What follows belongs to an exercise in optimizing a design on an open flow for small area; a production flow would make more cautious choices. The RTL was checked by simulation tests, not by an equivalence proof against the original design. No activity file was given, so power comes from the tool's default toggle rates.

## run.sh

```bash
#!/bin/bash
# synth_recipe.tcl (not shown) runs the flow's synth.tcl, then flattens the netlist and writes it again
# the make line also repeats each setting of config.mk as NAME=value (left out here)
make -C /OpenROAD-flow-scripts/flow DESIGN_CONFIG=/design/flow/config.mk WORK_HOME=/design/flow/orfs CLKGATE_MAP_FILE= SYNTH_SCRIPT=/design/flow/synth_recipe.tcl finish
```

## config.mk

```make
export PLATFORM = sky130hd
export DESIGN_NAME = top_module
export DESIGN_NICKNAME = top_module
export VERILOG_FILES = /design/flow/design.v
export SDC_FILE = /design/flow/constraint.sdc
export NUM_CORES = 4
export LEC_CHECK = 0
export CAP_MARGIN = 20
export CORE_MARGIN = 2
export CORE_UTILIZATION = 40
export SLEW_MARGIN = 20
```

## constraint.sdc

```tcl
create_clock -name core_clock -period 10.0 [get_ports {clk}]
set_input_delay 2.0000 -clock core_clock [delete_from_list [all_inputs] [get_ports {clk}]]
set_output_delay 2.0000 -clock core_clock [all_outputs]
set_load 0.01 [all_outputs]
```

## design.v

```verilog
`timescale 1ns / 1ps
module clk_divider(
	input clk_in,
	input rst,
	output reg divided_clk,
	output tick
    );
parameter toggle_value = 24;  
reg [24:0] cnt; 
assign tick = (cnt==toggle_value) && !divided_clk;
always@(posedge clk_in)
begin
	if (rst) begin
		cnt <= 0;
		divided_clk <= 0;
	end
	else begin
		if (cnt==toggle_value) begin
			cnt <= 0;
			divided_clk <= ~divided_clk;
		end
		else begin
			cnt <= cnt +1;
			divided_clk <= divided_clk;		
		end
	end
end
endmodule
`timescale 1ns / 1ps
module debouncer(
	input 		clk,
	input 		en,  
	input 		rst,
	input 		noisy_in,  
	output reg 	clean_out  
    );
reg noisy_in_reg;
reg clean_out_tmp1;  
reg clean_out_tmp2;  
always@(posedge clk)
begin
	if (rst==1'b1) begin
		noisy_in_reg <= 0;
		clean_out_tmp1 <= 0;
		clean_out_tmp2 <= 0;
		clean_out <= 0;
	end
	else if (en) begin
		noisy_in_reg <= noisy_in; 
		clean_out_tmp1 <= noisy_in_reg;
		clean_out_tmp2 <= clean_out_tmp1;
		clean_out <= ~clean_out_tmp2 & clean_out_tmp1;  
	end
end
endmodule
`timescale 1ns / 1ps
module ssd(clk,reset,a,b,c,d,e,f,g,p,
		a_out,b_out,c_out,d_out,e_out,f_out,g_out,p_out,
		an
          );
input clk, reset; 
input [7:0] a,b,c,d,e,f,g,p;
output reg a_out,b_out,c_out,d_out,e_out,f_out,g_out,p_out;
output reg [7:0] an;
reg [3:0] state; 
reg [19:0] counter; 
parameter scan_count = 20'd999;  
always @ (posedge clk) begin  
	if(reset) begin	 
		state <= 0;  
		counter <= 0;
	end 
	else begin  
		if(counter == scan_count) begin	  
			if (state == 4'b1000) 
				state <= 1;
			else
				state <= state + 1;
			counter <= 0;
		end
		else
			counter <= counter + 1;  
	end
end
always@(posedge clk)
begin
	if(reset) 
	begin
		an[7:0] <= 8'b11111111;
		a_out <= 1;
		b_out  <= 1;
		c_out  <= 1;
		d_out  <= 1;
		e_out  <= 1;
		f_out  <= 1;
		g_out  <= 1;
		p_out  <= 1;
	end
	else if(state == 4'b0001) 
	begin
		an[7:0] <= 8'b11111110;
		a_out  <= a[0];
		b_out  <= b[0];
		c_out  <= c[0];
		d_out  <= d[0];
		e_out  <= e[0];
		f_out  <= f[0];
		g_out  <= g[0];
		p_out  <= p[0];
	end
	else if(state == 4'b0010) 
	begin
		an[7:0] <= 8'b11111101;
		a_out  <= a[1];
		b_out  <= b[1];
		c_out  <= c[1];
		d_out  <= d[1];
		e_out  <= e[1];
		f_out  <= f[1];
		g_out  <= g[1];
		p_out  <= p[1];
	end
	else if(state == 4'b0011) 
	begin
		an[7:0] <= 8'b11111011;
		a_out  <= a[2];
		b_out  <= b[2];
		c_out  <= c[2];
		d_out  <= d[2];
		e_out  <= e[2];
		f_out  <= f[2];
		g_out  <= g[2];
		p_out  <= p[2];
	end
	else if(state == 4'b0100)	
	begin
		an[7:0] <= 8'b11110111;
		a_out  <= a[3];
		b_out  <= b[3];
		c_out  <= c[3];
		d_out  <= d[3];
		e_out  <= e[3];
		f_out  <= f[3];
		g_out  <= g[3];
		p_out  <= p[3];
	end
	else if(state == 4'b0101)	
	begin
		an[7:0] <= 8'b11101111;
		a_out  <= a[4];
		b_out  <= b[4];
		c_out  <= c[4];
		d_out  <= d[4];
		e_out  <= e[4];
		f_out  <= f[4];
		g_out  <= g[4];
		p_out  <= p[4];
	end
	else if(state == 4'b0110)	
	begin
		an[7:0] <= 8'b11011111;
		a_out  <= a[5];
		b_out  <= b[5];
		c_out  <= c[5];
		d_out  <= d[5];
		e_out  <= e[5];
		f_out  <= f[5];
		g_out  <= g[5];
		p_out  <= p[5];
	end
	else if(state == 4'b0111)	
	begin
		an[7:0] <= 8'b10111111;
		a_out  <= a[6];
		b_out  <= b[6];
		c_out  <= c[6];
		d_out  <= d[6];
		e_out  <= e[6];
		f_out  <= f[6];
		g_out  <= g[6];
		p_out  <= p[6];
	end
	else if(state == 4'b1000)	
	begin
		an[7:0] <= 8'b01111111;
		a_out  <= a[7];
		b_out  <= b[7];
		c_out  <= c[7];
		d_out  <= d[7];
		e_out  <= e[7];
		f_out  <= f[7];
		g_out  <= g[7];
		p_out  <= p[7];
	end
	else  
	begin
		an[7:0] <= 8'b11111111;
		a_out  <= 1;
		b_out  <= 1;
		c_out  <= 1;
		d_out  <= 1;
		e_out  <= 1;
		f_out  <= 1;
		g_out  <= 1;
		p_out  <= 1;
	end
end
endmodule
`timescale 1ns / 1ps
module elevator(
input clk, en, rst,
floor_0_p,
floor_1_p,
floor_2_p,
floor_3_p,
floor_4_p,
direction_1,
direction_2,
direction_3,
floor_0_d,
floor_1_d,
floor_2_d,
floor_3_d,
floor_4_d,
output led_inside_0,
led_inside_1,
led_inside_2,
led_inside_3,
led_inside_4,
led_outside_0,
led_outside_1,
led_outside_2,
led_outside_3,
led_outside_4,
led_busy,
output reg [7:0] a,b,c,d,e,f,g,p
);
    reg Cleared;
    reg Pathway,PathwayAnalyzed,ConcurrentP;
    reg kat0,kat1,kat2,kat3,kat4;
    reg [2:0] kat;
    reg [4:0]inreg;
    assign led_inside_0 =inreg[0]; 
    assign led_inside_1 =inreg[1]; 
    assign led_inside_2 =inreg[2]; 
    assign led_inside_3 =inreg[3]; 
    assign led_inside_4 =inreg[4]; 
    reg [9:0] decelerate;
    reg [2:0] pressed,sevenD,somewhere_in_M,Last_Point;
    reg [4:0]oreg;
    assign led_busy = ~Cleared;
    assign led_outside_0 = oreg[0]; 
    assign led_outside_1 = oreg[1]; 
    assign led_outside_2 = oreg[2]; 
    assign led_outside_3 = oreg[3]; 
    assign led_outside_4 = oreg[4]; 
    always @ (posedge clk)
        begin
            if(rst==0)
                begin
                    kat0<=0;
                    kat1<=0;
                    kat2<=0;
                    kat3<=0;
                    kat4<=0;
                    inreg<=0;
                    oreg<=0;
                    p<=8'b11111111;
                    a<=8'b11110110;
                    b<=8'b11001110;
                    c<=8'b11001110;
                    d<=8'b11101010;
                    e<=8'b11100010;
                    f<=8'b11110010;
                    g<=8'b00100101;
                    ConcurrentP<=0;
                    sevenD<=7;
                    kat<=0;
                    PathwayAnalyzed<=0;
                    decelerate<=1;
                    pressed<=7;
                    Cleared<=1;
                    Pathway<=0;
                    somewhere_in_M<=7;
                    Last_Point<=7;
                end
            else if(en)
                begin
                    kat0<=floor_0_d;
                    kat1<=floor_1_d;
                    kat2<=floor_2_d;
                    kat3<=floor_3_d;
                    kat4<=floor_4_d;
					p<=8'b11111111;
					a[7]<=1;
					b[7]<=1;
					c[7]<=1;
					d[7]<=1;
					e[7]<=1;
					f[7]<=1;
					g[7]<=0;
					a[6]<=1;
					b[6]<=1;
					c[6]<=1;
					d[6]<=1;
					e[6]<=1;
					f[6]<=1;
					g[6]<=0;
					if(Cleared)
					   begin
                            a[5]<=1;
                            b[5]<=0;
                            c[5]<=0;
                            d[5]<=1;
                            e[5]<=1;
                            f[5]<=1;
                            g[5]<=1;					   
					   end
					else if(Pathway)
					   begin
                            a[5]<=1;
                            b[5]<=0;
                            c[5]<=0;
                            d[5]<=0;
                            e[5]<=0;
                            f[5]<=1;
                            g[5]<=0;					   
					   end	
					else
					   begin
                            a[5]<=1;
							b[5]<=0;
							c[5]<=0;
							d[5]<=0;
							e[5]<=0;
							f[5]<=0;
							g[5]<=1;					   
					   end						   
					 if(Cleared)
					   begin
                            a[4]<=1;
							b[4]<=0;
							c[4]<=0;
							d[4]<=0;
							e[4]<=0;
							f[4]<=1;
							g[4]<=0;					   
					   end							
					 else if(Pathway)
					   begin
                            a[4]<=0;
							b[4]<=0;
							c[4]<=0;
							d[4]<=0;
							e[4]<=0;
							f[4]<=0;
							g[4]<=1;					   
					   end									
				    else 
					   begin
                            a[4]<=0;
							b[4]<=0;
							c[4]<=1;
							d[4]<=1;
							e[4]<=0;
							f[4]<=0;
							g[4]<=0;					   
					   end
					a[3]<=0;
					b[3]<=1;
					c[3]<=1;
					d[3]<=1;
					e[3]<=0;
					f[3]<=0;
					g[3]<=0;
					a[2]<=1;
					b[2]<=1;
					c[2]<=1;
					d[2]<=0;
					e[2]<=0;
					f[2]<=0;
					g[2]<=1;					
					a[1]<=1;
					b[1]<=1;
					c[1]<=1;
					d[1]<=1;
					e[1]<=1;
					f[1]<=1;
					g[1]<=0;					
					if(kat==0)
					   begin
							a[0]<=0;
							b[0]<=0;
							c[0]<=0;
							d[0]<=0;
							e[0]<=0;
							f[0]<=0;
							g[0]<=1;						   
					   end
					else if(kat==1)
					   begin
                            a[0]<=1;
							b[0]<=0;
							c[0]<=0;
							d[0]<=1;
							e[0]<=1;
							f[0]<=1;
							g[0]<=1;						   
					   end
					else if(kat==2)
					   begin
                            a[0]<=0;
							b[0]<=0;
							c[0]<=1;
							d[0]<=0;
							e[0]<=0;
							f[0]<=1;
							g[0]<=0;						   
					   end
					else if(kat==3)
					   begin
                            a[0]<=0;
							b[0]<=0;
							c[0]<=0;
							d[0]<=0;
							e[0]<=1;
							f[0]<=1;
							g[0]<=0;						   
					   end
					else
					   begin
                            a[0]<=1;
							b[0]<=1;
							c[0]<=0;
							d[0]<=1;
							e[0]<=1;
							f[0]<=0;
							g[0]<=0;						   
					   end					   					   					   					   
                    if(floor_0_p)
                        begin
                            pressed<=0;
							PathwayAnalyzed<=0;
                        end
                    else if(floor_1_p)
                        begin
                            pressed<=1;
							PathwayAnalyzed<=direction_1;
                        end                
                    else if(floor_2_p)
                        begin
                            pressed<=2;
							PathwayAnalyzed<=direction_2;
                        end
                    else if(floor_3_p)
                        begin
                            pressed<=3;
							PathwayAnalyzed<=direction_3;
                        end 
                    else if(floor_4_p)
                        begin
                            pressed<=4;
							PathwayAnalyzed<=1;
                        end    
                    if(floor_0_d==1 && kat0==0 ) 
                        begin
                            sevenD<=0;
							ConcurrentP<=1;
                        end 
                    else if(floor_1_d==1 && kat1==0 ) 
                        begin
                            sevenD<=1;
							ConcurrentP<=1;
                        end
                    else if(floor_2_d==1 && kat2==0 ) 
                        begin
                            sevenD<=2;
							ConcurrentP<=1;
                        end
                    else if(floor_3_d==1 && kat3==0 ) 
                        begin
                            sevenD<=3;
							ConcurrentP<=1;
                        end
                    else if(floor_4_d==1 && kat4==0 ) 
                        begin
                            sevenD<=4;
							ConcurrentP<=1;
                        end                                                                        
                    case(kat)
                        3'd0:
                            begin                  
                                if(decelerate<250)
                                    begin
                                        decelerate<=decelerate+1;
                                    end
                                else
                                    begin
                                        pressed<=7;
										decelerate<=1;
										ConcurrentP<=0;
										somewhere_in_M<=7;
										if(pressed!=7 && pressed!=0)
                                            begin
                                                oreg[pressed]<=1;
												Cleared<=0;
												Last_Point<=pressed;   
												kat<=kat+1;
												Pathway<=0;
                                            end     
                                        else if(ConcurrentP && sevenD!=0)
                                            begin
                                                inreg[sevenD]<=1;
												Cleared<=0;
												Last_Point<=sevenD;  
												kat<=kat+1;
												Pathway<=0;
                                            end
										else
										  begin
										      inreg[0]<=0;
											Cleared<=1;
											oreg[0]<=0;
                                          end
                                    end
                            end
                        3'd1:
                            begin
                                if(decelerate<250)
                                    begin
                                        decelerate<=decelerate+1;
                                    end
                                else
                                    begin       
                                        ConcurrentP<=0;
										pressed<=7;
										decelerate<=1;
                                        if(Last_Point==1 && Cleared==0)    
                                            begin
												Cleared<=1;
												inreg[1]<=0;
												oreg[1]<=0;
												Last_Point<=7;
                                            end
                                        else if(somewhere_in_M==1 && Cleared==0)    
                                            begin
                                                somewhere_in_M<=7;
												inreg[1]<=0;
												oreg[1]<=0;
                                            end											
                                        else 
											begin
												if(Cleared==0)
													begin
														if(Pathway==0)
															kat<=kat+1;
														else
															kat<=kat-1;
													end
												if(pressed!=7 &&  pressed!=1)
													begin
														if(Cleared==1)
															begin
															    oreg[pressed]<=1;
																somewhere_in_M<=7;
																Last_Point<=pressed;
																Cleared<=0;
																if(pressed>1)
																	Pathway<=0;
																else
																	Pathway<=1;
															end
														else if(Pathway==0)
															begin
																if(pressed<2)
																    begin
																    end
																else if(pressed<Last_Point && PathwayAnalyzed ==Pathway)
																	begin
																	   oreg[pressed]<=1;
																		somewhere_in_M<=pressed;
																	end
															end
														else
															begin
															end                                                    
													end
												else if(ConcurrentP && sevenD!=1)
													begin
														if(Cleared==1)
															begin
															    inreg[sevenD]<=1;
																somewhere_in_M<=7;
																Last_Point<=sevenD;
																Cleared<=0;
																if(sevenD>1)
																	Pathway<=0;
																else
																	Pathway<=1;
															end													
														else if(Pathway==0)
															begin
																if(sevenD<2)
																    begin
																    end
																else if(sevenD<Last_Point)
																    begin
																	   inreg[sevenD]<=1;
																	   somewhere_in_M<=sevenD;
																	end
															end
														else
															begin
															end
													end
											end
                                    end
                            end
                        3'd2:
                            begin
                                if(decelerate<250)
                                    begin
                                        decelerate<=decelerate+1;
                                    end
                                else
                                    begin   
                                        ConcurrentP<=0;
										pressed<=7;    
										decelerate<=1;
                                        if(Last_Point==2 && Cleared==0)    
                                            begin
                                                inreg[2]<=0;
												Cleared<=1;
												oreg[2]<=0;
												Last_Point<=7;
                                            end
                                        else if(somewhere_in_M==2 && Cleared==0)    
                                            begin
                                                inreg[2]<=0;
												oreg[2]<=0;
												somewhere_in_M<=7;
                                            end											
                                        else 
											begin
												if(Cleared==0)
													begin
														if(Pathway==0)
															kat<=kat+1;
														else
															kat<=kat-1;
													end
												if(pressed!=7 &&  pressed!=2)
													begin
														if(Cleared==1)
															begin
															    oreg[pressed]<=1;
																somewhere_in_M<=7;
																Last_Point<=pressed;
																Cleared<=0;
																if(pressed>2)
																	Pathway<=0;
																else
																	Pathway<=1;
															end
														else if(Pathway==0)
															begin
																if(pressed<3)
																    begin
																    end
																else if(pressed<Last_Point && PathwayAnalyzed ==Pathway) 
																	begin
																	    oreg[pressed]<=1;
																		somewhere_in_M<=pressed;
																	end
															end
														else
															begin
																if(pressed>=2) 
																    begin
																    end
																else if(pressed>Last_Point && PathwayAnalyzed ==Pathway)
																	begin
																	   oreg[pressed]<=1;
																		somewhere_in_M<=pressed;
																	end
															end                                                    
													end
												else if(ConcurrentP && sevenD!=2)
													begin
														if(Cleared==1)
															begin
															    inreg[sevenD]<=1;
																somewhere_in_M<=7;
																Last_Point<=sevenD;
																Cleared<=0;
																if(sevenD>2)
																	Pathway<=0;
																else
																	Pathway<=1;
															end													
														else if(Pathway==0) 
															begin
																if(sevenD<3)
																    begin
																    end
																else if(sevenD<Last_Point)
																    begin
																	   inreg[sevenD]<=1;
																	   somewhere_in_M<=sevenD;
															         end		
															end
														else
															begin
																if(sevenD>=2) 
																    begin
																    end
																else if(sevenD>Last_Point)
																	begin
																		somewhere_in_M<=sevenD;
																		inreg[sevenD]<=1;
																	end
															end
													end
											end
                                    end
                            end				
                        3'd3:
                            begin
                                if(decelerate<250)
                                    begin
                                        decelerate<=decelerate+1;
                                    end
                                else
                                    begin  
                                        ConcurrentP<=0; 
                                        pressed<=7;   
										decelerate<=1;
                                        if(Last_Point==3 && Cleared==0)    
                                            begin
												Cleared<=1;
												inreg[3]<=0;
												oreg[3]<=0;
												Last_Point<=7;
                                            end
                                        else if(somewhere_in_M==3 && Cleared==0)    
                                            begin
                                                inreg[3]<=0;
                                                oreg[3]<=0;
                                                somewhere_in_M<=7;
                                            end											
                                        else 
											begin
												if(Cleared==0)
													begin
														if(Pathway==0)
															kat<=kat+1;
														else
															kat<=kat-1;
													end
												if(pressed!=7 &&  pressed!=3)
													begin
														if(Cleared==1)
															begin
															    oreg[pressed]<=1;
																somewhere_in_M<=7;
																Last_Point<=pressed;
																Cleared<=0;
																if(pressed>3)
																	Pathway<=0;
																else
																	Pathway<=1;
															end
														else if(Pathway==0)
															begin
															end
														else
															begin
																if(pressed>=3)
																    begin
																    end
																else if(pressed>Last_Point && PathwayAnalyzed ==Pathway)
																	begin
																	    oreg[pressed]<=1;
																		somewhere_in_M<=pressed;
																	end
															end                                                    
													end
												else if(ConcurrentP && sevenD!=3)
													begin
														if(Cleared==1)
															begin
															    inreg[sevenD]<=1;
																somewhere_in_M<=7;
																Last_Point<=sevenD;
																Cleared<=0;
																if(sevenD>3)
																	Pathway<=0;
																else
																	Pathway<=1;
															end													
														else if(Pathway==0)
															begin
															end
														else
															begin
																if(sevenD>=3)
																    begin
																    end
																else if(sevenD>Last_Point)
																	begin
																	   inreg[sevenD]<=1;
																		somewhere_in_M<=sevenD;
																	end
															end
													end
											end
                                    end
                            end				
                        3'd4:
                            begin
                                if(decelerate<250)
                                    begin
                                        decelerate<=decelerate+1;
                                    end
                                else
                                    begin   
                                        ConcurrentP<=0; 
                                        pressed<=7;   
										decelerate<=1;
                                        if(Last_Point==4 && Cleared==0)    
                                            begin
                                                Last_Point<=7;
												Cleared<=1;
												inreg[4]<=0;
												oreg[4]<=0;
                                            end
                                        else if(somewhere_in_M==3 && Cleared==0)    
                                            begin
                                                inreg[4]<=0;
                                                oreg[4]<=0;
                                                somewhere_in_M<=7;
                                            end											
                                        else 
											begin
												if(Cleared==0)
													begin
														kat<=kat-1;
													end
												if(pressed!=7 &&  pressed!=4)
													begin
														if(Cleared==1)
															begin
															    oreg[pressed]<=1;
																somewhere_in_M<=7;
																Last_Point<=pressed;
																Cleared<=0;
																Pathway<=1;
															end
														else if(Pathway==0)
															begin
															end
														else
															begin
																if(pressed>Last_Point && PathwayAnalyzed ==Pathway)
																	begin
																	    oreg[pressed]<=1;
																		somewhere_in_M<=pressed;
																	end
															end                                                    
													end
												else if(ConcurrentP && sevenD!=4)
													begin
														if(Cleared==1)
															begin
															   inreg[sevenD]<=1;
																somewhere_in_M<=7;
																Last_Point<=sevenD;
																Cleared<=0;
																Pathway<=1;
															end													
														else if(Pathway==0)
															begin
															end
														else
															begin
																if(sevenD>Last_Point)
																	begin
																		somewhere_in_M<=sevenD;
																		inreg[sevenD]<=1;
																	end
															end
													end
											end
                                    end
                            end				
                endcase
                end
        end
endmodule
`timescale 1ns / 1ps
module top_module(
    input clk,
    rst,
    floor_0_p,
    floor_1_p,
    floor_2_p,
    floor_3_p,
    floor_4_p,
    direction_1,
    direction_2,
    direction_3,
    floor_0_d,
    floor_1_d,
    floor_2_d,
    floor_3_d,
    floor_4_d,
    output led_inside_0,
    led_inside_1,
    led_inside_2,
    led_inside_3,
    led_inside_4,
    led_outside_0,
    led_outside_1,
    led_outside_2,
    led_outside_3,
    led_outside_4,
    led_busy,
    a_out,b_out,c_out,d_out,e_out,f_out,g_out,p_out,
    output [7:0] an
);
 wire [7:0] a,b,c,d,e,f,g,p;
    wire clk50hz, tick50hz;
    wire floor_0_p_clean,floor_1_p_clean,floor_2_p_clean,floor_3_p_clean,floor_4_p_clean;
    clk_divider divider(.clk_in(clk), .rst(!rst), .divided_clk(clk50hz), .tick(tick50hz));
    debouncer pb0(.clk(clk), .en(tick50hz), .rst(!rst), .noisy_in(floor_0_p), .clean_out(floor_0_p_clean));
    debouncer pb1(.clk(clk), .en(tick50hz), .rst(!rst), .noisy_in(floor_1_p), .clean_out(floor_1_p_clean));
    debouncer pb2(.clk(clk), .en(tick50hz), .rst(!rst), .noisy_in(floor_2_p), .clean_out(floor_2_p_clean));
    debouncer pb3(.clk(clk), .en(tick50hz), .rst(!rst), .noisy_in(floor_3_p), .clean_out(floor_3_p_clean));
    debouncer pb4(.clk(clk), .en(tick50hz), .rst(!rst), .noisy_in(floor_4_p), .clean_out(floor_4_p_clean));
    ssd seven_segment_display(clk,!rst,a,b,c,d,e,f,g,p,
		a_out,b_out,c_out,d_out,e_out,f_out,g_out,p_out,
		an);
	elevator elev(
	clk,tick50hz,rst,
	floor_0_p_clean,floor_1_p_clean,floor_2_p_clean,floor_3_p_clean,floor_4_p_clean,
	direction_1,direction_2,direction_3,
	floor_0_d,floor_1_d,floor_2_d,floor_3_d,floor_4_d,
	led_inside_0,led_inside_1,led_inside_2,led_inside_3,led_inside_4,
	led_outside_0,led_outside_1,led_outside_2,led_outside_3,led_outside_4, led_busy,
	a,b,c,d,e,f,g,p);
endmodule
```

==> summary.txt <==
# TYPE chip_impl_metric gauge
chip_impl_info{name="run_status",value="finished clean"} 1
chip_impl_metric{name="synth-xor-area-share",unit="%"} 4.756
chip_impl_metric{name="row_count",unit=""} 53
chip_impl_metric{name="design.final.nets",unit=""} 1163
chip_impl_metric{name="antenna-diode-count",unit=""} 0
chip_impl_metric{name="drc",unit=""} 0
chip_impl_info{name="r2r-start",value="elev.pressed[1]$_SDFFE_PN1P_"} 1
chip_impl_metric{name="setup_viol_count_final",unit=""} 0
chip_impl_metric{name="post_synth.cell_area_avg",unit="µm²"} 7.617
chip_impl_metric{name="grt_util_all_layers",unit="%"} 23.74
chip_impl_metric{name="postRouteAntennaNets",unit=""} 0
chip_impl_metric{name="finalClockSkew",unit="ns"} 0.01016
chip_impl_metric{name="cp_data_required_time",unit="ns"} 8.00
chip_impl_metric{name="final_max_slew_viol_count",unit=""} 0
chip_impl_info{name="cts_root_buf",value="clkbuf_16"} 1
chip_impl_metric{name="seq_power_share",unit="%"} 44.6
chip_impl_metric{name="synth_seq_area_share",unit="%"} 33.09
chip_impl_info{name="largest_delay_contributor_family_on_the_critical_path",value="buffers and inverters"} 1
chip_impl_metric{name="cts_hold_repair.buffers",unit=""} 0
chip_impl_metric{name="pwr_density_cell",unit="nW/µm²"} 130.6
chip_impl_metric{name="detailedRoute.firstIterationViolations",unit=""} 919
chip_impl_metric{name="syn_area",unit="µm²"} 8471
chip_impl_metric{name="pin_count",unit=""} 42
chip_impl_metric{name="grt_antenna_before_repair",unit=""} 0
chip_impl_info{name="min_to",value="pb3.clean_out_tmp2$_SDFFE_PN0P_"} 1
chip_impl_info{name="worstReg2RegEnd",value="elev.inreg[4]$_SDFFE_PN0P_"} 1
chip_impl_metric{name="multiplexer_share_of_the_synthesized_area",unit="%"} 2.186
chip_impl_info{name="worstSetupPathType",value="flip-flop to output pin"} 1
chip_impl_metric{name="drive_above_1_share",unit="%"} 5.605
chip_impl_metric{name="yosysWarnings",unit=""} 4
chip_impl_metric{name="clk_pin_slew",unit="ns"} 0.06
chip_impl_info{name="registers.top_by_ff_count",value="divider.cnt"} 1
chip_impl_metric{name="portBuffers",unit=""} 40
chip_impl_metric{name="period_minus_slack",unit="ns"} 4.066
chip_impl_metric{name="p_total",unit="mW"} 1.259
chip_impl_metric{name="r2r.worst_path.cells",unit=""} 8
chip_impl_info{name="critical-path-slowest-cell",value="clkdlybuf4s50_1"} 1
chip_impl_metric{name="synth_cell_type_count",unit=""} 75
chip_impl_metric{name="core_area",unit="µm²"} 20890
chip_impl_info{name="crit_path_start_kind",value="flip-flop"} 1
chip_impl_info{name="cts_tree",value="yes"} 1
chip_impl_metric{name="global_route.overflow_total",unit=""} 0
chip_impl_info{name="crit_chain",value="buf_4 -> inv_1 -> clkdlybuf4s50_1"} 1
chip_impl_metric{name="slowest_delay",unit="ns"} 0.58
chip_impl_metric{name="final_cells",unit=""} 1399
chip_impl_metric{name="final_area",unit="µm²"} 9638
chip_impl_metric{name="async_reset_ff_share",unit="%"} 0
chip_impl_metric{name="place.detailed.hpwl",unit="µm"} 18310
chip_impl_metric{name="drt_wl_total",unit="µm"} 26510
chip_impl_metric{name="p_sw_share",unit="%"} 22.42
chip_impl_metric{name="die_span_in_y",unit="µm"} 149.5
chip_impl_metric{name="grt_max_degree",unit=""} 56
chip_impl_metric{name="grt_pass1_vias",unit=""} 7743
chip_impl_metric{name="area_delta_synth_final",unit="%"} 13.78
chip_impl_metric{name="pwr-share-comb",unit="%"} 2.0
chip_impl_metric{name="met3_wirelength",unit="µm"} 2176
chip_impl_metric{name="chipWidth",unit="µm"} 149.5
chip_impl_metric{name="met1Wirelength",unit="µm"} 11330
chip_impl_metric{name="synthesis.nets",unit=""} 1163
chip_impl_info{name="rsz0062_at_grt",value="no"} 1
chip_impl_metric{name="yosys.area_share.simple",unit="%"} 29.36
chip_impl_metric{name="cp.buffers_inverters",unit=""} 3
chip_impl_metric{name="drt_pass1_iterations",unit=""} 8
chip_impl_info{name="hp-start",value="pb3.clean_out_tmp2$_SDFFE_PN0P_"} 1
chip_impl_metric{name="place.gp.congestion",unit=""} 1.000
chip_impl_metric{name="place_inst",unit=""} 1368
chip_impl_metric{name="adder_and_majority_cell_fraction_of_the_synthesized_area",unit="%"} 5.318
chip_impl_metric{name="met2_wirelength",unit="µm"} 12160
chip_impl_info{name="largest_family_of_logic_cells_by_synthesized_area",value="simple AND/OR/NAND/NOR gates"} 1
chip_impl_metric{name="hold_viol",unit=""} 0
chip_impl_metric{name="clkLatencyLatePin",unit="ns"} 0.43
chip_impl_metric{name="cellInternalPower",unit="µW"} 976.4
chip_impl_metric{name="fillerInstances",unit=""} 2114
chip_impl_metric{name="synth-edff-count",unit=""} 0
chip_impl_metric{name="worst_hold_path.num_cells",unit=""} 2
chip_impl_metric{name="via_per_inst",unit=""} 6.004
chip_impl_metric{name="route.detailed.wl_per_inst",unit="µm"} 18.95
chip_impl_metric{name="timing.slew.headroom",unit="%"} 30.89
chip_impl_metric{name="tightestPinTransition",unit="ns"} 1.030
chip_impl_info{name="top_layer_used",value="met4"} 1
chip_impl_metric{name="max_freq",unit="GHz"} 0.2460
chip_impl_info{name="flip_flop_cell_with_the_highest_count_after_synthesis",value="dfxtp_1"} 1
chip_impl_info{name="mostFrequentLayoutCell",value="nand2_1"} 1
chip_impl_info{name="type_of_the_tightest_min_delay_check",value="flip-flop to flip-flop"} 1
chip_impl_metric{name="grt_first_pass_wirelength",unit="µm"} 42000
chip_impl_metric{name="worstPathMaxFanout",unit=""} 41
chip_impl_metric{name="sw_power",unit="µW"} 282.1
chip_impl_metric{name="flip_flop_count_of_the_largest_register_all_copies_and_words_added",unit=""} 25
chip_impl_metric{name="floorplan.initialDensity",unit="%"} 40.55
chip_impl_metric{name="synth_compound_area_share",unit="%"} 20.68
chip_impl_metric{name="timing.final.crit_share",unit="%"} 40.66
chip_impl_metric{name="cts.sinks",unit=""} 140
chip_impl_metric{name="worstPathArrival",unit="ns"} 2.07
chip_impl_metric{name="syn-instance-count",unit=""} 1112
chip_impl_metric{name="cts_resized",unit=""} 0
chip_impl_metric{name="timing.max_cap.violations",unit=""} 0
chip_impl_metric{name="final_util",unit="%"} 46.14
chip_impl_metric{name="clock_path_buffers",unit=""} 2
chip_impl_info{name="largest_registers",value="divider.cnt x25, seven_segment_display.counter x20, elev.decelerate x10"} 1
chip_impl_metric{name="total_die_area",unit="µm²"} 22360
chip_impl_metric{name="placed_cell_area",unit="µm²"} 9022
chip_impl_metric{name="clock_power_share",unit="%"} 53.4
chip_impl_metric{name="accumulated_negative_setup_slack",unit="ns"} 0
chip_impl_metric{name="via_count",unit=""} 8400
chip_impl_metric{name="cts-buffers-inserted",unit=""} 17
chip_impl_metric{name="ys_ff_latch",unit=""} 140
chip_impl_metric{name="timing.reg2reg.setup_slack",unit="ns"} 6.30
chip_impl_metric{name="ir_worst_vdd",unit="mV"} 0.1195
chip_impl_info{name="layout_common_cells",value="nand2_1 (143), dfxtp_1 (140), nor2_1 (124)"} 1
chip_impl_info{name="worst_setup_path_end_kind",value="output pin"} 1
chip_impl_metric{name="total_leakage_power",unit="nW"} 3.536
chip_impl_metric{name="cts_setup_buffers",unit=""} 0
chip_impl_metric{name="count_of_h_tree_levels_built_during_cts",unit=""} 4
## layout make-up
| class | count | area (µm²) | share of cell area (%) |
|---|---|---|---|
| Inverter | 34 | 127.6 | 1.324 |
| Multi-Input combinational cell | 871 | 5288 | 54.86 |
| Sequential cell | 140 | 2803 | 29.08 |
| Timing Repair Buffer | 48 | 460.4 | 4.777 |
| Clock inverter | 12 | 162.7 | 1.688 |
| Clock buffer | 19 | 452.9 | 4.699 |
| Tap cell | 275 | 344.1 | 3.570 |
## logic make-up (layout without fill, tap and decap cells)
family,Yosys count,in the layout
AND/OR/NAND/NOR,501,501
AO/OA/AOI/OAI,269,269
flip-flops,140,140
buffers and inverters,101,113
XOR/XNOR,46,46
adder cells (fa/ha/maj),36,36
multiplexers,18,18
other,1,1
## metrics by stage
stage / hold WS, ns / setup WS (ns)
after floorplan: 0.4176 / 6.744
after global placement: 0.4286 / 5.746
after detailed placement: 0.4366 / 5.647
after CTS: 0.4478 / 5.985
after global routing: 0.4603 / 5.814
final: 0.4428 / 5.934
## metal layers
layer	track usage, %	vias to the layer above
met5	0	-
met4	8.476	0
met3	5.640	83
met2	38.51	389
met1	30.78	3923
li1	-	4005
## worst register-to-register path: stages, from the launching register on
cell and delay [ns]:
dfxtp_1 0.74, ha_1 0.72, mux2i_1 0.36, a211o_1 0.40, a211oi_1 0.55, o31ai_1 0.15
nor4_1 0.37, mux2i_1 0.23, nor2_1 0.05
## power by group through the flow
stage          clock network, mW  registers (mW)  logic, mW
6_report                   0.672           0.562     0.0251
2_1_floorplan                  0           0.574     0.0144
4_1_cts                    0.680           0.562     0.0254
3_5_place_dp                   0           0.574     0.0254
3_3_place_gp                   0           0.574     0.0252
5_1_grt                    0.705           0.562     0.0280
## worst max-delay path by stage
stage                                   start                             endpoint  slack (ns)  cells past startpoint
detailed placement                        rst  elev.somewhere_in_M[1]$_SDFFE_PN1P_        5.65                      8
finish              elev.Cleared$_SDFFE_PN1P_                             led_busy        5.93                      3
global placement                          rst  elev.somewhere_in_M[1]$_SDFFE_PN1P_        5.75                      8
CTS                 elev.Cleared$_SDFFE_PN1P_                             led_busy        5.99                      3
floorplan                                 rst  elev.somewhere_in_M[1]$_SDFFE_PN1P_        6.74                      6
global route                              rst  elev.somewhere_in_M[0]$_SDFFE_PN1P_        5.81                      8
## Yosys cell counts, types with 4 or more instances
cell type  instances  share of area [%]
a211o_1            4               0.41
a211oi_1          11               0.97
a21boi_0           4               0.35
a21o_1             7               0.62
a21oi_1           93                5.5
a221oi_1           6               0.62
a31oi_1           12               0.89
and2_1             6               0.44
and3_1            15                1.1
buf_1              7               0.31
clkbuf_1          56                2.5
dfxtp_1          140                 33
ha_1              36                5.3
inv_1             34                1.5
mux2_2             4               0.53
mux2i_1           14                1.7
nand2_1          143                6.3
nand2b_1          22                1.6
nand3_1           54                3.2
nand3b_1          10               0.89
nand4_1           13               0.96
nor2_1           124                5.5
nor2b_1           10               0.74
nor3_1            30                1.8
nor3b_1            8               0.71
nor4_1            19                1.4
nor4b_1            9               0.93
o2111ai_1          8               0.83
o211ai_1          10               0.89
o21ai_0           44                2.6
o221ai_1           5               0.52
o22ai_1            6               0.44
o311ai_0           4               0.41
o31ai_1            6               0.53
o32ai_1            5               0.52
or3_1             11               0.81
or4_1              8               0.71
or4b_2             4               0.47
xnor2_1           19                2.0
xor2_1            27                2.8

[static timing again, ports no longer ideal]
The flow's constraints put no driver on any port. The routed layout listed below was extracted and timed again, unchanged, in two steps. Step 1 sets driving cells, clkbuf_16 on the clock port and buf_2 on the other inputs (assumed; they add their load-dependent delay and slew). Step 2, shift: input delay + t, output delay - t, t = (earliest + latest rising clock arrival at the registers) / 2. This alone moves slack from input paths to output paths. Slacks: no drivers / after step 1 / after step 2; pairs: no drivers / after step 1.
t, ns: 0.464
slack for setup (ns): 5.934 / 5.892 / 5.597
slew at the worst register clock pin (ns): 0.07 / 0.07
After both steps setup and hold are still met in this run. The setup slack of this run moves by -0.042 ns with the drivers and by -0.337 ns with both steps.
